This design comes from an exercise in tuning for small area on the open sky130 flow, not from production work.
The RTL was checked by simulation tests, not by an equivalence proof against the original design.
No activity file was given, so power comes from the tool's default toggle rates.

==> flow/design.v <==
module distribute(out1,out2);
output [3:0] out1;
output [3:0] out2;
assign out1 = 4'b1111;
assign out2 = 4'b0000;
endmodule
module ultrasonic_new(clk,rst,echo,en62,endisp,latch,oh,sel,seg,lt,eq);
input        clk, rst, echo;
input        en62;         
input        endisp;       
input        latch;        
input  [3:0] oh;           
output [3:0] sel;
output [7:0] seg;
output reg   lt;           
output reg   eq;           
function [3:0] inc;
input [3:0] d;
begin : incb
reg [3:0] r, n;
r = d ^ 4'd2;
n = {r[3] ^ (r[2] & ~r[0]), r[1] & r[0], r[0], ~r[2]};
inc = n ^ 4'd2;
end
endfunction
function is9;
input [3:0] d;
is9 = (d ^ 4'd2) == 4'b1110;
endfunction
function [7:0] dis;
input [3:0] d;
begin
case(d)
4'b0000: dis = 8'b00000000;
4'b0001: dis = 8'b11011010;
4'b0010: dis = 8'b11111100;
4'b0011: dis = 8'b01100000;
4'b0100: dis = 8'b01100110;
4'b0101: dis = 8'b11110010;
4'b0110: dis = 8'b11111110;
4'b0111: dis = 8'b01100010;
4'b1000: dis = 8'b10100000;
4'b1001: dis = 8'b11100000;
4'b1010: dis = 8'b10110110;
4'b1011: dis = 8'b10111110;
4'b1100: dis = 8'b11110110;
4'b1101: dis = 8'b11111110;
4'b1110: dis = 8'b11110110;
4'b1111: dis = 8'b11111110;
endcase
end
endfunction
reg ebuf, flag;
always @(posedge clk)
	if (rst) begin
		ebuf <= 1'b0;
		flag <= 1'b0;
	end else begin
		ebuf <= echo;
		flag <= ebuf;
	end
wire rising = ebuf & ~flag;
reg  [8:0] c289;
wire       mm = (c289 == 9'h07f);
always @(posedge clk)
	if (rst | rising | mm) c289 <= 9'h0;
	else             c289 <= {~c289[7:0], ~(c289[8] ^ c289[4])};
reg [3:0] d1, d2, d3, d4;
reg       stale;
wire i1 = flag & mm;
wire i2 = i1 & is9(d1);
wire i3 = i2 & is9(d2);
wire i4 = i3 & is9(d3);
wire keep4 = latch | (oh[3] & ~endisp);            
always @(posedge clk)
	if (rst | rising) begin
		d1 <= 4'd2; d2 <= 4'd2; d3 <= 4'd2;
	end else begin
		if (i1) d1 <= inc(d1);
		if (i2) d2 <= inc(d2);
		if (i3) d3 <= inc(d3);
	end
always @(posedge clk)
	if (rst | (rising & ~keep4) | (endisp & stale))
		d4 <= 4'd2;
	else if (i4)
		d4 <= inc(d4);
always @(posedge clk)
	if (rst)                   stale <= 1'b0;
	else if (rising & keep4)   stale <= 1'b1;
	else if (endisp)           stale <= 1'b0;
reg [3:0] l1, l2, l3;
reg       l4z;
reg       all;
always @(posedge clk)
	if (rst) begin
		l1 <= 4'd2; l2 <= 4'd2; l3 <= 4'd2; l4z <= 1'b1;
		all <= 1'b0;
	end else if (endisp) begin
		all <= flag;
		if (flag) begin
			l1 <= 4'd2; l2 <= 4'd2; l3 <= 4'd2; l4z <= 1'b1;
		end else if (latch) begin
			l1 <= d1; l2 <= d2; l3 <= d3; l4z <= (d4 == 4'd2);
		end
	end
wire [3:0] r1 = l1 ^ 4'd2, r2 = l2 ^ 4'd2, r3 = l3 ^ 4'd2;
wire l3lo = ~r3[3] & ~r3[2] & ~r3[1];              
wire clt  = l4z & l3lo & (~r3[0] | ~r2[3]);        
wire ceq  = l4z & l3lo & r3[0] & r2[3] & ~r2[2] & ~r2[0]
            & ~r1[3] & ~r1[2] & ~r1[0];            
always @(posedge clk)
	if (rst) begin
		lt <= 1'b1;
		eq <= 1'b0;
	end else if (en62) begin
		lt <= clt;
		eq <= ceq;
	end
wire [3:0] l4 = all ? 4'd2 : d4;               
wire [3:0] shown = ({4{oh[0]}} & l1) | ({4{oh[1]}} & l2) | ({4{oh[2]}} & l3) | ({4{oh[3]}} & l4);
assign seg = dis(shown);
assign sel = {4{all}} | oh;
endmodule
module bizhang(clk,rst,t0,left_wheel_PWM_OUT,right_wheel_PWM_OUT,l_lt,l_eq,r_lt,r_eq,m_lt,fire,steering_engine_PWM_OUT,switch);
		input		clk;
		input		rst;
		input		t0;              
		input		l_lt, l_eq;      
		input		r_lt, r_eq;      
		input		m_lt;            
		input		[3:0]switch;
		input		[3:0]fire;
		output reg right_wheel_PWM_OUT;
		output reg left_wheel_PWM_OUT;
		output reg steering_engine_PWM_OUT;
reg [2:0] w5;
reg [6:0] wh;
reg [6:0] wlim;
always @(*)
	case (switch)
	4'b0000: wlim = 7'd44;
	4'b0001: wlim = 7'd45;
	4'b0011: wlim = 7'd46;
	4'b0111: wlim = 7'd47;
	4'b1111: wlim = 7'd48;
	default: wlim = 7'd20;
	endcase
wire rev   = m_lt || (fire == 4'b1111);
wire w50   = (w5 == 3'b000);
wire wl0   = w50 & ~t0;                            
wire wwrap = (wh == 7'd91) & w50 & t0;             
always @(posedge clk)
	if (rst | wwrap) begin
		w5 <= 3'b000;
		wh <= 7'd0;
	end else begin
		w5 <= {w5[1] & w5[0], w5[0], ~w5[2]};
		if (wl0) wh <= wh + 7'd1;
	end
always @(posedge clk)
	if (rst) begin
		right_wheel_PWM_OUT <= 1'b0;
		left_wheel_PWM_OUT  <= 1'b0;
	end else if (~wwrap) begin
		right_wheel_PWM_OUT <= ~rev & (wh <= wlim);
		left_wheel_PWM_OUT  <= rev & (wh <= 7'd30);
	end
localparam K55 = 2'd0, K70 = 2'd1, K80 = 2'd3, K85 = 2'd2;
reg [9:0]  sh;
reg [9:0]  sl;
reg [1:0]  k;
reg        hi;
wire       sl0   = (sl == 10'h000);
wire       swrap = (sh == 10'd1001);               
always @(*)
	case (k)
	K55:     hi = (sh <= 10'd55);
	K70:     hi = (sh <= 10'd70);
	K80:     hi = (sh <= 10'd80);
	default: hi = (sh <= 10'd85);
	endcase
wire l_gt = ~l_lt & ~l_eq;
wire r_gt = ~r_lt & ~r_eq;
always @(posedge clk)
	if (rst | swrap) begin
		sh <= 10'd0;
		sl <= 10'h0;
	end else if (sl0) begin
		sh <= sh + 10'd1;
		sl <= 10'h3f0;
	end else
		sl <= {~sl[8:0], sl[9] ^ sl[6]};
always @(posedge clk)
	if (rst) begin
		k <= K55;
		steering_engine_PWM_OUT <= 1'b0;
	end else if (~swrap) begin
		if (l_lt) begin
			k <= K55;
			steering_engine_PWM_OUT <= hi;
		end else if (r_lt) begin
			k <= K85;
			steering_engine_PWM_OUT <= hi;
		end else if (l_gt && r_gt) begin
			if (~fire[1] | ~fire[2]) k <= K70;
			else if (~fire[0])       k <= K80;
			else if (~fire[3])       k <= K55;
			else                     k <= K70;
			steering_engine_PWM_OUT <= hi;
		end
	end
endmodule
module car(
	input        clk,
	input        rst,
	input        left_echo,
	input        right_echo,
	input        mid_echo,
	input  [3:0] switch,
	input  [3:0] fire,
	output       left_trig,
	output       right_trig,
	output       mid_trig,
	output       left_pwm,
	output       right_pwn,
	output       duoji,
	output [3:0] select,
	output [7:0] digit,
	output [3:0] pin_name1,
	output [7:0] pin_name2,
	output [3:0] pin_name3,
	output [7:0] pin_name4,
	output [3:0] out1,
	output [3:0] out2
);
reg [5:0]  c64;
reg [2:0]  c5;
always @(posedge clk)
	if (rst) begin
		c64 <= 6'd0;
		c5  <= 3'b000;
	end else begin
		c64 <= c64 + 6'd1;
		c5  <= {c5[1] & c5[0], c5[0], ~c5[2]};
	end
wire       en62 = (c64[2:0] == 3'd1) & (c5 == 3'b011);   
reg [18:0] b19;
wire       bmatch = ({b19[18:3], b19[1:0]} == {16'ha502, 2'b01});
wire       bwrap  = bmatch & ~b19[2];              
wire       b624   = bmatch &  b19[2];              
always @(posedge clk)
	if (rst | bwrap) b19 <= 19'h1dbb2;
	else             b19 <= {~b19[17:0], ~(b19[18] ^ b19[5] ^ b19[1] ^ b19[0])};
reg        trig;
wire       twrap = bwrap & (c64 == 6'd63);         
wire       tfall = b624  & (c64 == 6'd48);         
always @(posedge clk)
	if (rst)        trig <= 1'b0;
	else if (twrap) trig <= 1'b1;
	else if (tfall) trig <= 1'b0;
assign left_trig  = trig;
assign right_trig = trig;
assign mid_trig   = trig;
reg [14:0] d15;
wire       dwrap  = (d15 == 15'h06bb);             
wire       endisp = dwrap & ~c64[0];
always @(posedge clk)
	if (rst | dwrap) d15 <= 15'h0;
	else             d15 <= {~d15[13:0], d15[14] ^ d15[13]};
reg [1:0] cur;
reg       valid;
always @(posedge clk)
	if (rst) begin
		cur   <= 2'd3;
		valid <= 1'b0;
	end else if (endisp) begin
		cur   <= cur + 2'd1;
		valid <= 1'b1;
	end
wire latch = endisp & (cur == 2'd2);
wire [3:0] oh = valid ? (4'b0001 << cur) : 4'b0000;
wire l_lt, l_eq, r_lt, r_eq, m_lt, m_eq;
ultrasonic_new inst8(
	.clk(clk), .rst(rst), .echo(left_echo), .en62(en62), .endisp(endisp),
	.latch(latch), .oh(oh),
	.sel(pin_name1), .seg(pin_name2), .lt(l_lt), .eq(l_eq));
ultrasonic_new inst11(
	.clk(clk), .rst(rst), .echo(right_echo), .en62(en62), .endisp(endisp),
	.latch(latch), .oh(oh),
	.sel(pin_name3), .seg(pin_name4), .lt(r_lt), .eq(r_eq));
ultrasonic_new inst(
	.clk(clk), .rst(rst), .echo(mid_echo), .en62(en62), .endisp(endisp),
	.latch(latch), .oh(oh),
	.sel(select), .seg(digit), .lt(m_lt), .eq(m_eq));
distribute inst1(.out1(out1), .out2(out2));
bizhang inst2(
	.clk(clk), .rst(rst), .t0(c64[0]),
	.left_wheel_PWM_OUT(left_pwm), .right_wheel_PWM_OUT(right_pwn),
	.l_lt(l_lt), .l_eq(l_eq), .r_lt(r_lt), .r_eq(r_eq), .m_lt(m_lt),
	.fire(fire), .steering_engine_PWM_OUT(duoji), .switch(switch));
endmodule
==> flow/flow/run.sh <==
#!/bin/bash
# Own layout flow: the standard synthesis; then the combinational logic
# between the (unchanged) registers is re-mapped by ABC for area (several
# ABC runs in parallel, the smallest result kept); then the standard ORFS
# layout steps with 1x port buffers, no tie-cell fanout repair and the
# clock tree settings in cts.args. Each tool's output goes to a log file here.
set -euo pipefail
W=$(pwd)
R=$W/orfs/results/$FLOW_PLATFORM/car/base
LIB=$FLOW_HOME/platforms/$FLOW_PLATFORM/lib/sky130_fd_sc_hd__tt_025C_1v80.lib

# 1. standard synthesis
bash standard.sh synth > $W/flow_synth.log 2>&1

# 2. area re-mapping of the logic; registers and tie cells are kept as they are
DU=$(sed -n '/^export DONT_USE_CELLS/,/^$/p' $FLOW_HOME/platforms/$FLOW_PLATFORM/config.mk \
     | tr -d '\\' | tr ' \t' '\n\n' | grep '^sky130' | sed 's/^/-dont_use /' | tr '\n' ' ')
cp $R/1_2_yosys.v $W/std_synth.v
NR=20
remap_one() {
  local i=$1
  if [[ $i == 0 ]]; then cp $W/flow/area_fast.abc $W/area_$i.abc
  else sed "s/@SEED@/$i/" $W/flow/area.abc > $W/area_$i.abc; fi
  cat > $W/remap_$i.ys <<EOT
read_liberty -ignore_miss_func $LIB
blackbox sky130_fd_sc_hd__df* sky130_fd_sc_hd__conb_1
read_verilog $W/std_synth.v
hierarchy -top $FLOW_TOP
flatten
delete t:\$scopeinfo
opt_clean
opt
abc -script $W/area_$i.abc -liberty $LIB $DU
opt_clean -purge
read_liberty -lib -overwrite $LIB
hilomap -singleton -hicell sky130_fd_sc_hd__conb_1 HI -locell sky130_fd_sc_hd__conb_1 LO
splitnets
opt_clean -purge
tee -o $W/remap_stat_$i.txt stat -liberty $LIB
check -assert -mapped
write_verilog -noattr -nohex -nodec $W/remap_$i.v
EOT
  yosys -s $W/remap_$i.ys > $W/flow_remap_$i.log 2>&1 || true
}
# ABC runs, four at a time (run 0 is a quick fixed script, the others use
# &deepsyn with different seeds)
for wave in "0 1 2 3" "4 5 6 7" "8 9 10 11" "12 13 14 15" "16 17 18 19"; do
  for i in $wave; do remap_one $i & done
  wait
done
best=""; barea=""
for i in $(seq 0 $((NR-1))); do
  if [[ -s $W/remap_$i.v ]] && grep -q "Chip area" $W/remap_stat_$i.txt; then
    a=$(grep "Chip area" $W/remap_stat_$i.txt | awk '{print $NF}')
    echo "remap $i: $a" >> $W/remap_choice.txt
    if [[ -z "$best" ]] || awk -v a="$a" -v b="$barea" 'BEGIN{exit !(a<b)}'; then best=$i; barea=$a; fi
  fi
done
echo "kept remap $best ($barea)" >> $W/remap_choice.txt
cp $W/remap_$best.v $R/1_2_yosys.v
touch $R/1_2_yosys.v

# 3. layout
export BUFFER_PORTS_ARGS="-buffer_cell sky130_fd_sc_hd__buf_1"
export SKIP_REPAIR_TIE_FANOUT=1
export CTS_ARGS="$(cat $W/flow/cts.args)"
bash standard.sh finish > $W/flow_finish.log 2>&1
==> flow/flow/area.abc <==
strash
&get -n
&fraig -x
&put
scorr
dc2
strash
&get -n
&deepsyn -T 90 -S @SEED@
&put
strash
&get -n
&dch -f
&nf -R 1000
&put
==> flow/flow/area_fast.abc <==
strash
&get -n
&fraig -x
&put
scorr
dc2
strash
&get -n
&dch -f
&nf -R 1000
&put
strash
&get -n
&dch -f
&nf -R 1000
&put
==> flow/flow/cts.args <==
-sink_clustering_enable -repair_clock_nets -dont_use_dummy_load -buf_list sky130_fd_sc_hd__clkbuf_4 -sink_clustering_size 10 -sink_clustering_max_diameter 50
==> flow/standard.sh <==
#!/bin/bash
# synth_recipe.tcl (not shown) runs the flow's synth.tcl, then flattens the netlist and writes it again
# the make line also repeats each setting of config.mk as NAME=value (left out here)
make -C /OpenROAD-flow-scripts/flow DESIGN_CONFIG=/design/flow/config.mk WORK_HOME=/design/flow/orfs CLKGATE_MAP_FILE= SYNTH_SCRIPT=/design/flow/synth_recipe.tcl "${@:-finish}"
==> flow/config.mk <==
export PLATFORM = sky130hd
export DESIGN_NAME = car
export DESIGN_NICKNAME = car
export VERILOG_FILES = /design/flow/design.v
export SDC_FILE = /design/flow/constraint.sdc
export NUM_CORES = 4
export LEC_CHECK = 0
export CAP_MARGIN = 10
export CORE_MARGIN = 2
export CORE_UTILIZATION = 60
export GPL_TIMING_DRIVEN = 0
export SLEW_MARGIN = 10
==> flow/constraint.sdc <==
create_clock -name core_clock -period 20.0 [get_ports {clk}]
set_input_delay 4.0000 -clock core_clock [delete_from_list [all_inputs] [get_ports {clk}]]
set_output_delay 4.0000 -clock core_clock [all_outputs]
set_load 0.01 [all_outputs]
==> reports/summary.json <==
{
  "clocking": {
    "cts_setup_buffers": 0,
    "cts.hold.buffers_added": 0,
    "cts_repair_resize_count": 0,
    "numCtsBuffers": 25,
    "clock_insertion_delay_worst_skew_ns": 0.64,
    "cts.root.buffer_cell": "sky130_fd_sc_hd__clkbuf_4",
    "clock_path_buffers": 3,
    "clkSinkCount": 213,
    "cts.clk_slew.worst_paths_ns": 0.10,
    "h-tree-depth": 1,
    "cts_tree": "done"
  },
  "pwr": {
    "power.share.combinational": 0.043,
    "power.internal_w": 0.0005060,
    "power.static_leakage_nw": 3.218,
    "cell_area_power_density_mw_per_mm2": 79.84,
    "vdd_ir_max_mv": 0.05366,
    "switching_share": 0.2320,
    "power_switching_w": 0.0001529,
    "power.clock.fraction": 0.278,
    "sequentialPowerShare": 0.679
  },
  "route": {
    "vias_per_cell": 5.814,
    "vias": 6273,
    "first_iter_violations": 377,
    "drt.antenna.violating_nets": 0,
    "detailed_route_wl_mm": 16.45,
    "drt_pre_antenna_iters": 5,
    "drc": 0,
    "post_drt_wl_per_cell_um": 15.24
  },
  "synth": {
    "mapped_cell_area_mm2": 0.007624,
    "syn_avg_cell_area_um2": 9.207,
    "yosys_warnings": 3,
    "postSynthCellCount": 828,
    "syn_nets": 841
  },
  "die": {
    "ios": 63,
    "dieArea_mm2": 0.01362,
    "die_w_um": 116.7,
    "placementRows": 41,
    "start_util": 0.6091,
    "core-area_mm2": 0.01252,
    "fp.dieH_um": 116.7
  },
  "sta": {
    "setup_total_negative_slack_ns": 0,
    "fmaxAchievable_mhz": 133.9,
    "worst_pin_slew_ns": 1.095,
    "finalCriticalPeriod_ns": 7.467,
    "slew_headroom": 0.2673,
    "grt_setup_unrepaired": "no",
    "final-max-slew-violation-count": 0,
    "fin_skew_ns": 0.05539,
    "final-hold-violation-count": 0,
    "report.final.setup_viol": 0,
    "period_utilization": 0.3734
  },
  "placed_design": {
    "hpwl_mm": 11.58,
    "portBuffers": 51,
    "place_congestion": 0.8655,
    "total_placed_cells_including_tap_cells": 1053
  },
  "worst_hold_path": {
    "hold_depth": 1,
    "min_to": "b19[17]$_SDFF_PP0_",
    "hold_class": "reg2reg",
    "hp-start": "b19[16]$_SDFF_PP1_"
  },
  "critical_path": {
    "worst_path_dominant_cell_family": "compound AO/OA/AOI/OAI gates",
    "critical_path_buf_inv_count": 1,
    "critical_path_peak_fanout": 11,
    "regToRegSetupSlack_ns": 16.45,
    "r2r.worst_path.cells": 18,
    "critical_path_required_ns": 16.00,
    "setup.worst_path.class": "reg2out",
    "path_cells": "nand3_1 -> nor2_1 -> a222oi_1 -> a21boi_0 -> nand2b_1 -> o21ai_0 -> a31oi_1 -> buf_1",
    "timing.rr.start": "inst11.c289[4]$_SDFF_PP0_",
    "worst_setup_path_end_kind": "output port",
    "maximum_single_stage_delay_on_the_critical_path_ns": 0.71,
    "worst_setup_path_startpoint": "cur[0]$_SDFFE_PP1P_",
    "timing.critical_path.arrival_ns": 3.47,
    "cp-start-kind": "flip-flop",
    "crit-reg2reg-capture": "inst11.d4[3]$_SDFFE_PP0P_",
    "crit_path_top_delay_cell": "sky130_fd_sc_hd__a21boi_0"
  },
  "grt": {
    "grt-ovfl-total": 0,
    "via_count_of_the_first_global_routing_pass": 5674,
    "wire_length_of_the_first_global_routing_pass_mm": 26.69,
    "maximum_number_of_pins_on_one_net_before_global_route_repair": 37,
    "antenna_found_initial": 1,
    "all_layer_global_routing_usage": 0.2430
  },
  "final_layout": {
    "nNetsFinal": 921,
    "fin_cells": 1079,
    "areaGrowthSynthToFinish_pct": 8.255,
    "drive_gt1_frac": 0.03311
  },
  "outcome": {
    "outcome": "finished clean"
  },
  "flow_run": {
    "max-cap-violations": 0
  }
}
## metal layers
metal,global-route usage,up-vias,routed length (µm)
met5,0,-,0
met4,0.06902,0,282
met3,0.04255,23,936
met2,0.4027,159,7609
met1,0.3291,2956,7619
li1,-,3135,-
## sequential cells by signal, indices dropped and copies added (netlist names), 6 cells and up
| name | cells |
|---|---|
| c64 | 6 |
| inst.c289 | 9 |
| d15 | 15 |
| inst2.sl | 10 |
| inst2.wh | 7 |
| inst8.c289 | 9 |
| inst11.c289 | 9 |
| inst2.sh | 10 |
| b19 | 19 |
## cell usage in the layout (no fill, tap or decap), drive strengths merged, types with 4 or more instances in the layout
| cell type | count |
|---|---|
| dfxtp | 213 |
| nor2 | 140 |
| nand2 | 105 |
| o21ai | 56 |
| buf | 53 |
| a21oi | 44 |
| a22o | 28 |
| clkbuf | 25 |
| nor3 | 20 |
| nand3 | 18 |
| clkinv | 17 |
| and2 | 14 |
| nor4 | 12 |
| o31a | 11 |
| nor2b | 10 |
| o32a | 10 |
| a222oi | 9 |
| and3 | 8 |
| or2 | 8 |
| a21boi | 7 |
| nand4b | 6 |
| nand2b | 6 |
| xor2 | 6 |
| xnor2 | 6 |
| nand4 | 5 |
| o21a | 5 |
| a22oi | 5 |
| nor3b | 5 |
| or3 | 4 |
| a32o | 4 |
| o22ai | 4 |
| a21o | 4 |
## layout make-up
class / count / area [µm²]
repair buffers: 53 / 211.5
fillers: 1070 / 4264
well taps: 172 / 215.2
inverters: 17 / 63.81
multi-input cells: 598 / 3308
flip-flops and latches: 213 / 4264
diodes: 1 / 2.502
clock buffers: 25 / 187.7
## worst max path at each step
stage | endpoint | slack [ns] | cells after the start
floorplan | digit[3] | 13.68 | 7
global placement | inst2.k[1]$_SDFFE_PP0P_ | 11.54 | 6
detailed placement | inst.d4[0]$_SDFFE_PP0P_ | 12.91 | 6
CTS | digit[3] | 12.56 | 8
global route | digit[3] | 12.19 | 8
finish | digit[3] | 12.53 | 8
## power by group through the flow
stage                     clock [W]  sequential (W)  combinational [W]
final                      0.000183        0.000448          0.0000280
after global routing       0.000207        0.000450          0.0000319
after CTS                  0.000188        0.000448          0.0000281
after detailed placement          0        0.000457          0.0000280
after global placement            0        0.000457          0.0000268
after floorplan                   0        0.000455          0.0000200
## stage by stage
stage | utilization | power, W | instance area, µm² | hold slack, ns | setup slack [ns]
final | 0.6593 | 0.0006589 | 8253 | 0.3685 | 12.53
after global routing | 0.6593 | 0.0006887 | 8253 | 0.3872 | 12.19
after CTS | 0.6591 | 0.0006640 | 8250 | 0.3725 | 12.56
after detailed placement | 0.6441 | 0.0004854 | 8063 | 0.3649 | 12.91
after global placement | 0.6415 | 0.0004837 | 8030 | 0.3624 | 11.54
after floorplan | - | 0.0004749 | 7624 | 0.3531 | 13.68

[afterwards: timing with drivers on the ports]
In the flow no input, the clock included, has a driving cell. The finished layout below was timed again as built, in two steps.
Step 1 assumes that a clkbuf_16 drives the clock port and a buf_2 every other input.
Step 2 also shifts input and output timing later by t, the mid clock arrival at the registers, as if the neighbouring blocks saw the same clock.
Three values: no drivers, after step 1, after step 2; two values: the first two.
t, ns: 0.648
slack for setup (ns): 12.533 / 12.498 / 12.835
worst register clock-pin slew, ns: 0.11 / 0.11
After both steps this run still meets setup and hold. For this run, drivers alone change the setup slack by -0.035 ns; drivers and shift together by +0.302 ns.
